Background: an optimization exercise with open tools, aiming at small area and a short achievable clock period. Do not read the settings as production practice.
RTL that was checked went through simulation tests only; none was proved equivalent to the original.
For runs 2 and 3, only the layout was checked, not whether the RTL still works.

==> flow/design.v, too long to show whole: its modules and the start of the top module <==
// module sh4a_mac: 2564 lines
module sh4a_mac(
    input clk,
    input [31:0] mul_src1,
    input [31:0] mul_src2,
    input [63:0] add_src1,
    input [63:0] add_src2,
    output reg [63:0] result
);
  // ...
==> flow/run.sh <==
#!/bin/bash
# synth_recipe.tcl (not shown) runs the flow's synth.tcl, then flattens the netlist and writes it again
# the make line also repeats each setting of config.mk as NAME=value (left out here)
make -C /OpenROAD-flow-scripts/flow DESIGN_CONFIG=/design/flow/config.mk WORK_HOME=/design/flow/orfs CLKGATE_MAP_FILE= SYNTH_SCRIPT=/design/flow/synth_recipe.tcl finish
==> flow/config.mk <==
export PLATFORM = sky130hd
export DESIGN_NAME = sh4a_mac
export DESIGN_NICKNAME = sh4a_mac
export VERILOG_FILES = /design/flow/design.v
export SDC_FILE = /design/flow/constraint.sdc
export NUM_CORES = 4
export LEC_CHECK = 0
export CAP_MARGIN = 20
export CORE_MARGIN = 2
export CORE_UTILIZATION = 40
export SETUP_SLACK_MARGIN = 5
export SLEW_MARGIN = 20
==> flow/constraint.sdc <==
create_clock -name core_clock -period 9.5 [get_ports {clk}]
set_input_delay 1.9000 -clock core_clock [delete_from_list [all_inputs] [get_ports {clk}]]
set_output_delay 1.9000 -clock core_clock [all_outputs]
set_load 0.01 [all_outputs]
==> results.txt, run 1 <==
status no timing/DRC/antenna violations; total gr overflow 0; global-route wire length before repair 201,700 um; Hold WS 0.4443 ns; Top Ports between 200 and 300; DRT iter0 DRCs 3,464; cell area after synthesis approximately 37,000 um2; crit-path max FO 6; core footprint slightly above 90,000 um2; post-synthesis cell count roughly 3,700; # port buffers approximately 260; post-route insts no fill 5,065; Root Buffer clkbuf_16; largest net degree at the start of global routing between 60 and 70; adder-cell share of the synthesized area 35.98%; Setup Buffers After CTS 37; Clock Pin Slew Worst Setup and Hold Paths around 0.06 ns; Synth warnings 1; # rows approximately 110; Biggest register result; hold path cells 1; total negative slack 0 ns
==> inputs of run 2 (changes only) <==
--- a/flow/design.v
+++ b/flow/design.v
@@ -1,15 +1,15 @@
 module sh4a_mac(
     input clk,
     input [31:0] mul_src1,
     input [31:0] mul_src2,
     input [63:0] add_src1,
     input [63:0] add_src2,
-    output reg [63:0] result
+    output [63:0] result
 );
 wire one0 = mul_src2[0] ^ 1'b0;
 wire two1 = (mul_src2[0] & 1'b0 & ~mul_src2[1]) | (~mul_src2[0] & ~1'b0 & mul_src2[1]);
 wire neg2 = mul_src2[1];
 wire pp3 = (((one0 & mul_src1[0])) ^ neg2);
 wire pp4 = (((one0 & mul_src1[1]) | (two1 & mul_src1[0])) ^ neg2);
 wire pp5 = (((one0 & mul_src1[2]) | (two1 & mul_src1[1])) ^ neg2);
 wire pp6 = (((one0 & mul_src1[3]) | (two1 & mul_src1[2])) ^ neg2);
@@ -2555,10 +2555,116 @@
 wire w1860 = w1854 & w1857;
 wire w1861 = r0_c61_0 ^ r0_c61_1 ^ w1858;
 wire w1862 = (r0_c61_0 & r0_c61_1) | (r0_c61_0 & w1858) | (r0_c61_1 & w1858);
 wire w1863 = r0_c62_0 ^ r0_c62_1;
 wire w1864 = r0_c62_0 & r0_c62_1;
 wire w1865 = r0_c63_0 ^ r0_c63_1 ^ r0_c63_2;
 wire [63:0] t_s = {w1864, w1863, w1860, w1859, w1852, w1851, w1844, w1843, w1832, w1831, w1820, w1819, w1808, w1807, w1792, w1791, w1774, w1773, w1754, w1753, w1734, w1733, w1710, w1709, w1686, w1685, w1658, w1657, w1630, w1616, w1602, w1599, w1576, w1564, w1552, w1540, w1530, w1520, w1510, w1500, w1492, w1484, w1476, w1468, w1460, w1454, w1448, w1442, w1439, w1430, w1426, w1422, w1418, w1415, w1412, w1410, w1408, r0_c6_3, r0_c5_0, r0_c4_0, r0_c3_0, r0_c2_0, r0_c1_0, r0_c0_0};
 wire [63:0] t_c = {w1865, w1862, w1861, w1856, w1855, w1848, w1847, w1838, w1837, w1826, w1825, w1814, w1813, w1800, w1799, w1782, w1781, w1764, w1763, w1744, w1743, w1722, w1721, w1698, w1697, w1672, w1671, w1644, w1643, w1629, w1615, w1601, w1587, w1575, w1563, w1551, w1539, w1529, w1519, w1509, w1499, w1491, w1483, w1475, w1467, w1459, w1453, w1447, w1441, w1435, w1429, w1425, w1421, w1417, w1413, w1411, w1409, w1407, r0_c5_1, r0_c4_1, r0_c3_1, r0_c2_1, r0_c1_1, r0_c0_1};
-always @(posedge clk) result <= t_s + t_c;
+wire [40:0] lo_sum = {1'b0, t_s[39:0]} + {1'b0, t_c[39:0]};
+reg [39:0] res_lo;
+reg res_cin;
+reg hs_40;
+reg hs_41;
+reg hs_42;
+reg hs_43;
+reg hs_44;
+reg hs_45;
+reg hs_46;
+reg hs_47;
+reg hs_48;
+reg hs_49;
+reg hs_50;
+reg hs_51;
+reg hs_52;
+reg hs_53;
+reg hs_54;
+reg hs_55;
+reg hs_56;
+reg hs_57;
+reg hs_58;
+reg hs_59;
+reg hs_60;
+reg hs_61;
+reg hs_62;
+reg hs_63;
+reg hc_40;
+reg hc_41;
+reg hc_42;
+reg hc_43;
+reg hc_44;
+reg hc_45;
+reg hc_46;
+reg hc_47;
+reg hc_48;
+reg hc_49;
+reg hc_50;
+reg hc_51;
+reg hc_52;
+reg hc_53;
+reg hc_54;
+reg hc_55;
+reg hc_56;
+reg hc_57;
+reg hc_58;
+reg hc_59;
+reg hc_60;
+reg hc_61;
+reg hc_62;
+reg hc_63;
+always @(posedge clk) begin
+    res_lo <= lo_sum[39:0];
+    res_cin <= lo_sum[40];
+    hs_40 <= t_s[40];
+    hs_41 <= t_s[41];
+    hs_42 <= t_s[42];
+    hs_43 <= t_s[43];
+    hs_44 <= t_s[44];
+    hs_45 <= t_s[45];
+    hs_46 <= t_s[46];
+    hs_47 <= t_s[47];
+    hs_48 <= t_s[48];
+    hs_49 <= t_s[49];
+    hs_50 <= t_s[50];
+    hs_51 <= t_s[51];
+    hs_52 <= t_s[52];
+    hs_53 <= t_s[53];
+    hs_54 <= t_s[54];
+    hs_55 <= t_s[55];
+    hs_56 <= t_s[56];
+    hs_57 <= t_s[57];
+    hs_58 <= t_s[58];
+    hs_59 <= t_s[59];
+    hs_60 <= t_s[60];
+    hs_61 <= t_s[61];
+    hs_62 <= t_s[62];
+    hs_63 <= t_s[63];
+    hc_40 <= t_c[40];
+    hc_41 <= t_c[41];
+    hc_42 <= t_c[42];
+    hc_43 <= t_c[43];
+    hc_44 <= t_c[44];
+    hc_45 <= t_c[45];
+    hc_46 <= t_c[46];
+    hc_47 <= t_c[47];
+    hc_48 <= t_c[48];
+    hc_49 <= t_c[49];
+    hc_50 <= t_c[50];
+    hc_51 <= t_c[51];
+    hc_52 <= t_c[52];
+    hc_53 <= t_c[53];
+    hc_54 <= t_c[54];
+    hc_55 <= t_c[55];
+    hc_56 <= t_c[56];
+    hc_57 <= t_c[57];
+    hc_58 <= t_c[58];
+    hc_59 <= t_c[59];
+    hc_60 <= t_c[60];
+    hc_61 <= t_c[61];
+    hc_62 <= t_c[62];
+    hc_63 <= t_c[63];
+end
+wire [23:0] hi_s = {hs_63, hs_62, hs_61, hs_60, hs_59, hs_58, hs_57, hs_56, hs_55, hs_54, hs_53, hs_52, hs_51, hs_50, hs_49, hs_48, hs_47, hs_46, hs_45, hs_44, hs_43, hs_42, hs_41, hs_40};
+wire [23:0] hi_c = {hc_63, hc_62, hc_61, hc_60, hc_59, hc_58, hc_57, hc_56, hc_55, hc_54, hc_53, hc_52, hc_51, hc_50, hc_49, hc_48, hc_47, hc_46, hc_45, hc_44, hc_43, hc_42, hc_41, hc_40};
+wire [24:0] hi_sum = {hi_s, res_cin} + {hi_c, res_cin};
+assign result = {hi_sum[24:1], res_lo};
 endmodule
==> flow/flow/run.sh (new file) <==
#!/bin/bash
# Standard ORFS layout, with Yosys's pre-mapping ABC pass skipped (so the
# full-adder extraction sees clean polarities) and a tighter repair target.
set -euo pipefail
bash standard.sh SYNTH_ARGS=-noabc SETUP_SLACK_MARGIN=5 finish > standard.log 2>&1
==> flow/standard.sh (new file) <==
#!/bin/bash
# synth_recipe.tcl (not shown) runs the flow's synth.tcl, then flattens the netlist and writes it again
# the make line also repeats each setting of config.mk as NAME=value (left out here)
make -C /OpenROAD-flow-scripts/flow DESIGN_CONFIG=/design/flow/config.mk WORK_HOME=/design/flow/orfs CLKGATE_MAP_FILE= SYNTH_SCRIPT=/design/flow/synth_recipe.tcl "${@:-finish}"
==> flow/config.mk (replaced) <==
export PLATFORM = sky130hd
export DESIGN_NAME = sh4a_mac
export DESIGN_NICKNAME = sh4a_mac
export VERILOG_FILES = /design/flow/design.v
export SDC_FILE = /design/flow/constraint.sdc
export NUM_CORES = 4
export LEC_CHECK = 0
export CAP_MARGIN = 20
export CORE_MARGIN = 2
export CORE_UTILIZATION = 40
export SLEW_MARGIN = 20
removed: flow/run.sh
==> results.txt, run 2 <==
Final WS setup around 4.4 ns; commonest cells after routing, fill and taps aside 584 x fa_1, 528 x xnor2_1, 466 x a22oi_1; adder-cell share of the synthesized area 37.78% (+1.8 points); global-route wire length before repair 184,600 um (-8.5%); crit-path leading delay family compound AO/OA/AOI/OAI gates; H-tree depth 2; Crit. End Element output port; total gr overflow 0 (unchanged); vias per cell between 5 and 6; Clock Pin Slew Worst Setup and Hold Paths 0.06 ns (about the same); biggest area consumer among synthesized cells fa_1; number of global-route vias before repair between 20,000 and 30,000; CTS buffer count 54; Worst Tran Pin Value around 1.2 ns; Routed WL per cell 28.65 um; # hold bufs at CTS 0; hold crit path type reg2reg; sequential-to-total area share from yosys stat between 20% and 30%; asr flop ratio synth 0%; clock sink total 431; total negative slack 0 ns (unchanged); DRT iter0 DRCs 2,662 (-23%); DRT Wirelength approximately 130,000 um; ratio of cells with drive above 1 in the final layout slightly below 10%; Simple-Gate Fraction of Synth Area 2.865%; # port buffers 256 (unchanged); crit path kind reg2out; share of the synthesized area in the top cell type around a third; area growth from synthesis to layout 16.31%; via count 25,810; syn avg cell area around 11 um2; Main synth FF type dfxtp_1; mux cell area share after synthesis less than 1%; DRC 0; # rows 108 (-2.7%); Synth Register Bits 431; clk_skew ~0.024 ns; slowest stage delay, CP 0.41 ns; die width around 300 um; Die Area about 91,000 um2; pre-CTS WS 3.673 ns; Fin. Hold Viols 0; DRT antenna net count 0; number of max-cap violations 0; crit path cell chain fa_2 > a21oi_4 > o21ai_4 > a2111oi_4 > nor2_4 > a31oi_4 > buf_12 > o21bai_2 > or4_1 > nand3_1 > buf_2; Post-synth EDFFs 0; Setup Viol. Count Final 0; startpoint types flip-flop; GPL Wtd Cong 0.9031; XOR/XNOR share of the synthesized area 14.18%; fin crit share ~54%; Global Route Usage Sum 27.74%; cell area after synthesis 35,330 um2 (-4.6%); Max-slew headroom between 20% and 30%; WP data arrival 3.23 ns; f_max 195.1 MHz; initial antenna violation count 0; Root Buffer clkbuf_16; crit-path max FO 3 (-3); post-synth net total slightly above 4,000; Top Ports 257 (unchanged); Buf+Inv Stages, Crit Path 2; CTS tree done; initial core utilization between 40% and 50%; Die Height ~300 um; Compound-Gate Fraction of Synth Area 15.05%; diodes inserted 0; Layout fillers 7,924; top post-synthesis cells by area fa_1 33%, dfxtp_1 24%, xnor2_1 13%; status no timing/DRC/antenna violations; top cells by count, synth 588 x fa_1, 529 x xnor2_1, 466 x a22oi_1, 431 x dfxtp_1, 279 x clkbuf_1; Final nets slightly above 4,000; unrepaired setup endpoints after global routing true; max-slew violation count 0; Synth warnings 1 (unchanged); Biggest register res_lo; slowest CP cell fa_2; max reg flops 40; most common cell in the netlist fa_1; commonest non-fill, non-tap cell in the layout fa_1; largest family of logic cells by synthesized area adder cells; Clock Latency Late Sink 0.62 ns; Yosys cell types slightly below 70; CTS max path bufs 3; largest net degree at the start of global routing 49 (-25%); first drt pass iteration count 6; core footprint 87,160 um2 (-4.9%); Hold WS 0.4326 ns (-0.01179 ns); Tmin final between 5 and 6 ns; CP required around 7.6 ns; DP HPWL slightly below 80,000 um; post-synthesis cell count 3,140 (-16%)
## run 2: changes by cell type after synthesis, sizes merged, moves of 8 or more
cell / change
xor2: -8
a31oi: -9
a21oi: -45
buf: -8
o21ai: -10
dfxtp: +25
o21bai: -8
nand4: -19
inv: -516
nor3: -11
o22ai: +10
## run 2: cells by family (layout without fill, tap and decap cells)
group,Yosys count,count (layout)
compound gates,717,717
xor+xnor,572,572
fa+ha+maj,714,714
buf+inv,482,605
flops,431,431
mux,18,18
simple gates,206,206
## run 2: cell type report
type	instances	area (um2)	area share [%]
timing repair buffer	331	3008	7.321
clock buffer	76	1587	3.861
inverter	174	660.6	1.608
sequential	431	8630	21.00
multi-input combinational	2227	25410	61.83
tap	1155	1445	3.517
timing repair inverter	1	5.005	0.01218
clock inverter	23	347.8	0.8466
## run 2: timing repair
| action | in CTS | in global routing |
|---|---|---|
| pin swaps | 28 | 14 |
| setup endpoints to repair | 290 | 105 |
| gates resized for setup | 139 | 37 |
| gates cloned | 1 | 0 |
| buffers inserted | 17 | 12 |
## run 2: path summary, 6_finish.rpt
kind / cells after the start / slack [ns] / endpoint / startpoint
worst min-delay path: 1 / 0.43 / hc_63 / r0_c63_0
worst max register to register: 14 / 5.08 / res_cin / r0_c19_0
worst max-delay path: 11 / 4.37 / result[57] / hc_40
worst min register to register: 1 / 0.43 / hc_63 / r0_c63_0
## run 2: metal layers
| metal | GRT usage, % | wire (um) | vias to the layer above |
|---|---|---|---|
| met4 | 11.86 | 5771 | 0 |
| met2 | 44.87 | 59380 | 1618 |
| met1 | 35.66 | 48860 | 13150 |
| met3 | 6.347 | 12580 | 361 |
| met5 | 0 | 0 | - |
| li1 | - | - | 10680 |
## run 2: stage by stage
stage / util (%) / area, um2 / instances
after global routing: 47.14 / 41090 / 4418
after detailed placement: 44.11 / 38440 / 4289
after CTS: 46.86 / 40840 / 4406
after floorplan: - / 35330 / 3140
after global placement: 44.11 / 38440 / 4289
final: 47.14 / 41090 / 4418
==> inputs of run 3 (changes only) <==
==> flow/flow/run.sh (replaced) <==
#!/bin/bash
# Standard ORFS layout, with Yosys's pre-mapping ABC pass skipped (so the
# full-adder extraction sees clean polarities), a tighter repair target and
# plain buffers on the ports.
set -euo pipefail
bash standard.sh SYNTH_ARGS=-noabc SETUP_SLACK_MARGIN=5 \
  "BUFFER_PORTS_ARGS=-buffer_cell sky130_fd_sc_hd__buf_1" finish > standard.log 2>&1
==> results.txt, run 3 <==
Buf+Inv Stages, Crit Path 2 (unchanged); total negative slack 0 ns (unchanged); Tmin final 5.098 ns (-0.02701 ns); crit-path leading delay family compound AO/OA/AOI/OAI gates; crit path cell chain fa_2 > a21oi_4 > o21ai_4 > a2111oi_4 > nor2_4 > a31oi_4 > buf_12 > o21bai_4 > or4_1 > nand3_2 > buf_6; clk_skew 0.03652 ns (+0.01231 ns); Synth warnings 1 (unchanged); DP Area 37,020 um2 (-3.7%); Routed WL per cell 27.93 um (-2.5%); Root Buffer clkbuf_16; Max-slew headroom 19.94% (-2.2 points); startpoint types flip-flop; most common cell in the netlist fa_1; status no timing/DRC/antenna violations; syn avg cell area 11.25 um2 (unchanged); Clock Latency Late Sink 0.62 ns (about the same); CTS buffer count 51 (-5.6%); Worst Tran Pin Value 1.201 ns (+0.03238 ns); f_max 196.1 MHz (+0.53%); WP data arrival 3.20 ns (-0.03 ns); Final Cell Area 39,520 um2 (-3.8%); DRC 0 (unchanged); commonest cells after routing, fill and taps aside 583 x fa_1, 526 x xnor2_1, 466 x a22oi_1; Setup Viol. Count Final 0 (unchanged); via count 25,590 (-0.85%); Biggest register res_lo; Clock Pin Slew Worst Setup and Hold Paths 0.06 ns (about the same); Global Route Usage Sum 26.78% (-0.96 points); Die Area 90,710 um2 (unchanged); vias per cell 5.811 (-0.54%); commonest non-fill, non-tap cell in the layout fa_1; core footprint 87,160 um2 (unchanged); asr flop ratio synth 0% (unchanged); Top Ports 257 (unchanged); Crit. End Element output port; DRT antenna net count 0 (unchanged); biggest area consumer among synthesized cells fa_1; max-slew violation count 0 (unchanged); DP HPWL 77,740 um (-2.0%); diodes inserted 0 (unchanged); # port buffers 256 (unchanged); share of the synthesized area in the top cell type 33.32% (unchanged); H-tree depth 2 (unchanged); # rows 108 (unchanged); Fin. Hold Viols 0 (unchanged); initial core utilization 40.53% (unchanged); sequential-to-total area share from yosys stat 24.42% (unchanged); CTS tree done; number of global-route vias before repair 26,900 (-2.9%); Final nets 4,119 (-0.19%); largest net degree at the start of global routing 62 (+27%); slowest stage delay, CP 0.42 ns (about the same); DRT iter0 DRCs 2,787 (+4.7%); top post-synthesis cells by area fa_1 33%, dfxtp_1 24%, xnor2_1 13%; Synth Register Bits 431 (unchanged); fin crit share 53.67% (-0.28 points); hold crit path type reg2reg; die width 301.2 um (unchanged); post-synth net total 4,047 (unchanged); area growth from synthesis to layout 11.88%; DRT Wirelength 123,000 um (-2.8%); CP required 7.60 ns (about the same); global-route wire length before repair 178,800 um (-3.1%); ratio of cells with drive above 1 in the final layout 9.203% (-0.42 points); GPL Wtd Cong 0.8857 (-1.9%); top cells by count, synth 588 x fa_1, 529 x xnor2_1, 466 x a22oi_1, 431 x dfxtp_1, 279 x clkbuf_1; clock sink total 431 (unchanged); Die Height 301.2 um (unchanged); unrepaired setup endpoints after global routing true; initial antenna violation count 1 (+1); crit-path max FO 3 (unchanged); slowest CP cell or4_1; Post-synth EDFFs 0 (unchanged); first drt pass iteration count 7 (+1); total gr overflow 0 (unchanged); post-synthesis cell count 3,140 (unchanged); Main synth FF type dfxtp_1; number of max-cap violations 0 (unchanged); cell area after synthesis 35,330 um2 (unchanged); max reg flops 40 (unchanged); CTS max path bufs 3 (unchanged); crit path kind reg2out; Yosys cell types 69 (unchanged)
run 3: cell counts after synthesis:
No cell type changed its count.
run 3: cells by family after synthesis:
kind of cell,count (synthesis),share of synthesized area [%]
xor+xnor,572,14.18
mux,18,0.5667
buf+inv,482,5.132
simple gates,206,2.865
fa+ha+maj,714,37.78
compound gates,717,15.05
flops,431,24.42
run 3: what timing repair did:
action,CTS,global route
buffers inserted,9,11
cloned,1,0
endpoints found under the setup margin,306,128
resized for setup,71,61
hold buffers,0,0
pin swaps,19,27
run 3: per-stage QoR:
step                      std cells  hold slack, ns  setup WS, ns  utilization (%)
after CTS                      4393          0.4356         4.430            44.94
after floorplan                3140          0.4130         5.045                -
final                          4404          0.4307         4.402            45.35
after detailed placement       4293          0.4278         3.397            42.47
after global placement         4293          0.4170         3.418            42.47
after global routing           4404          0.4558         4.299            45.35
run 3: worst register-to-register path, delay by kind of cell (launching register included):
kind	cells	cell delay, ns
flops	1	0.33
buf+inv	1	0.17
fa+ha+maj	5	2.21
compound gates	7	1.59
run 3: cell type report:
cell class | count | area (um2)
clock buffer | 70 | 1408
clock inverter | 20 | 322.8
fill | 8112 | 47630
inverter | 174 | 656.9
multi-input combinational | 2227 | 25420
sequential | 431 | 8632
tap | 1155 | 1445
timing repair buffer | 326 | 1639
timing repair inverter | 1 | 5.005
run 3: final timing paths:
path / start / to / slack (ns) / cells past startpoint
min reg2reg: r0_c63_0 / hc_63 / 0.43 / 1
min: r0_c63_0 / hc_63 / 0.43 / 1
max: hs_40 / result[57] / 4.40 / 11
max reg2reg: r0_c24_3 / res_cin / 5.09 / 13
run 3: per-layer routing:
metal / global-route usage, % / part of all wire [%] / up-vias / wire (um)
met5: 0 / 0.0065 / - / 8
met3: 5.994 / 10 / 318 / 12420
met2: 43.28 / 47 / 1609 / 58050
met1: 34.93 / 39 / 13000 / 47780
li1: - / - / 10660 / -
met4: 10.41 / 3.9 / 2 / 4743

==> static timing again, ports no longer ideal <==
The results above use ideal ports. As a check the final layouts listed here were re-extracted and re-timed, cells and wires unchanged. Step 1 (the two cells are an assumption about what drives the block):
set clk [get_ports {clk}]
set_driving_cell -lib_cell sky130_fd_sc_hd__clkbuf_16 $clk
set_driving_cell -lib_cell sky130_fd_sc_hd__buf_2 [delete_from_list [all_inputs] $clk]
Step 2 moves the port delays by t, midway between the first and last clock arrival at a register: inputs arrive t later, outputs are due t later. That takes back most of the time a late clock gives input paths. Slacks: ideal ports / drivers / drivers and shift; pairs: ideal ports / drivers.
run | shift t [ns] | slack for setup (ns) | hold WS [ns] | worst register clock-pin slew, ns
run 1 | 0.688 | 4.798 / 4.798 / 4.358 | 0.444 / 0.444 / 0.444 | 0.07 / 0.07
run 2 | 0.675 | 4.375 / 4.309 / 4.388 | 0.433 / 0.433 / 0.433 | 0.06 / 0.06
run 3 | 0.671 | 4.402 / 4.333 / 4.408 | 0.431 / 0.431 / 0.431 | 0.07 / 0.07
After both steps setup and hold are still met in every run listed. The setup slack of run 1, which loses most, moves by 0.000 ns with the drivers and by -0.440 ns with both steps.
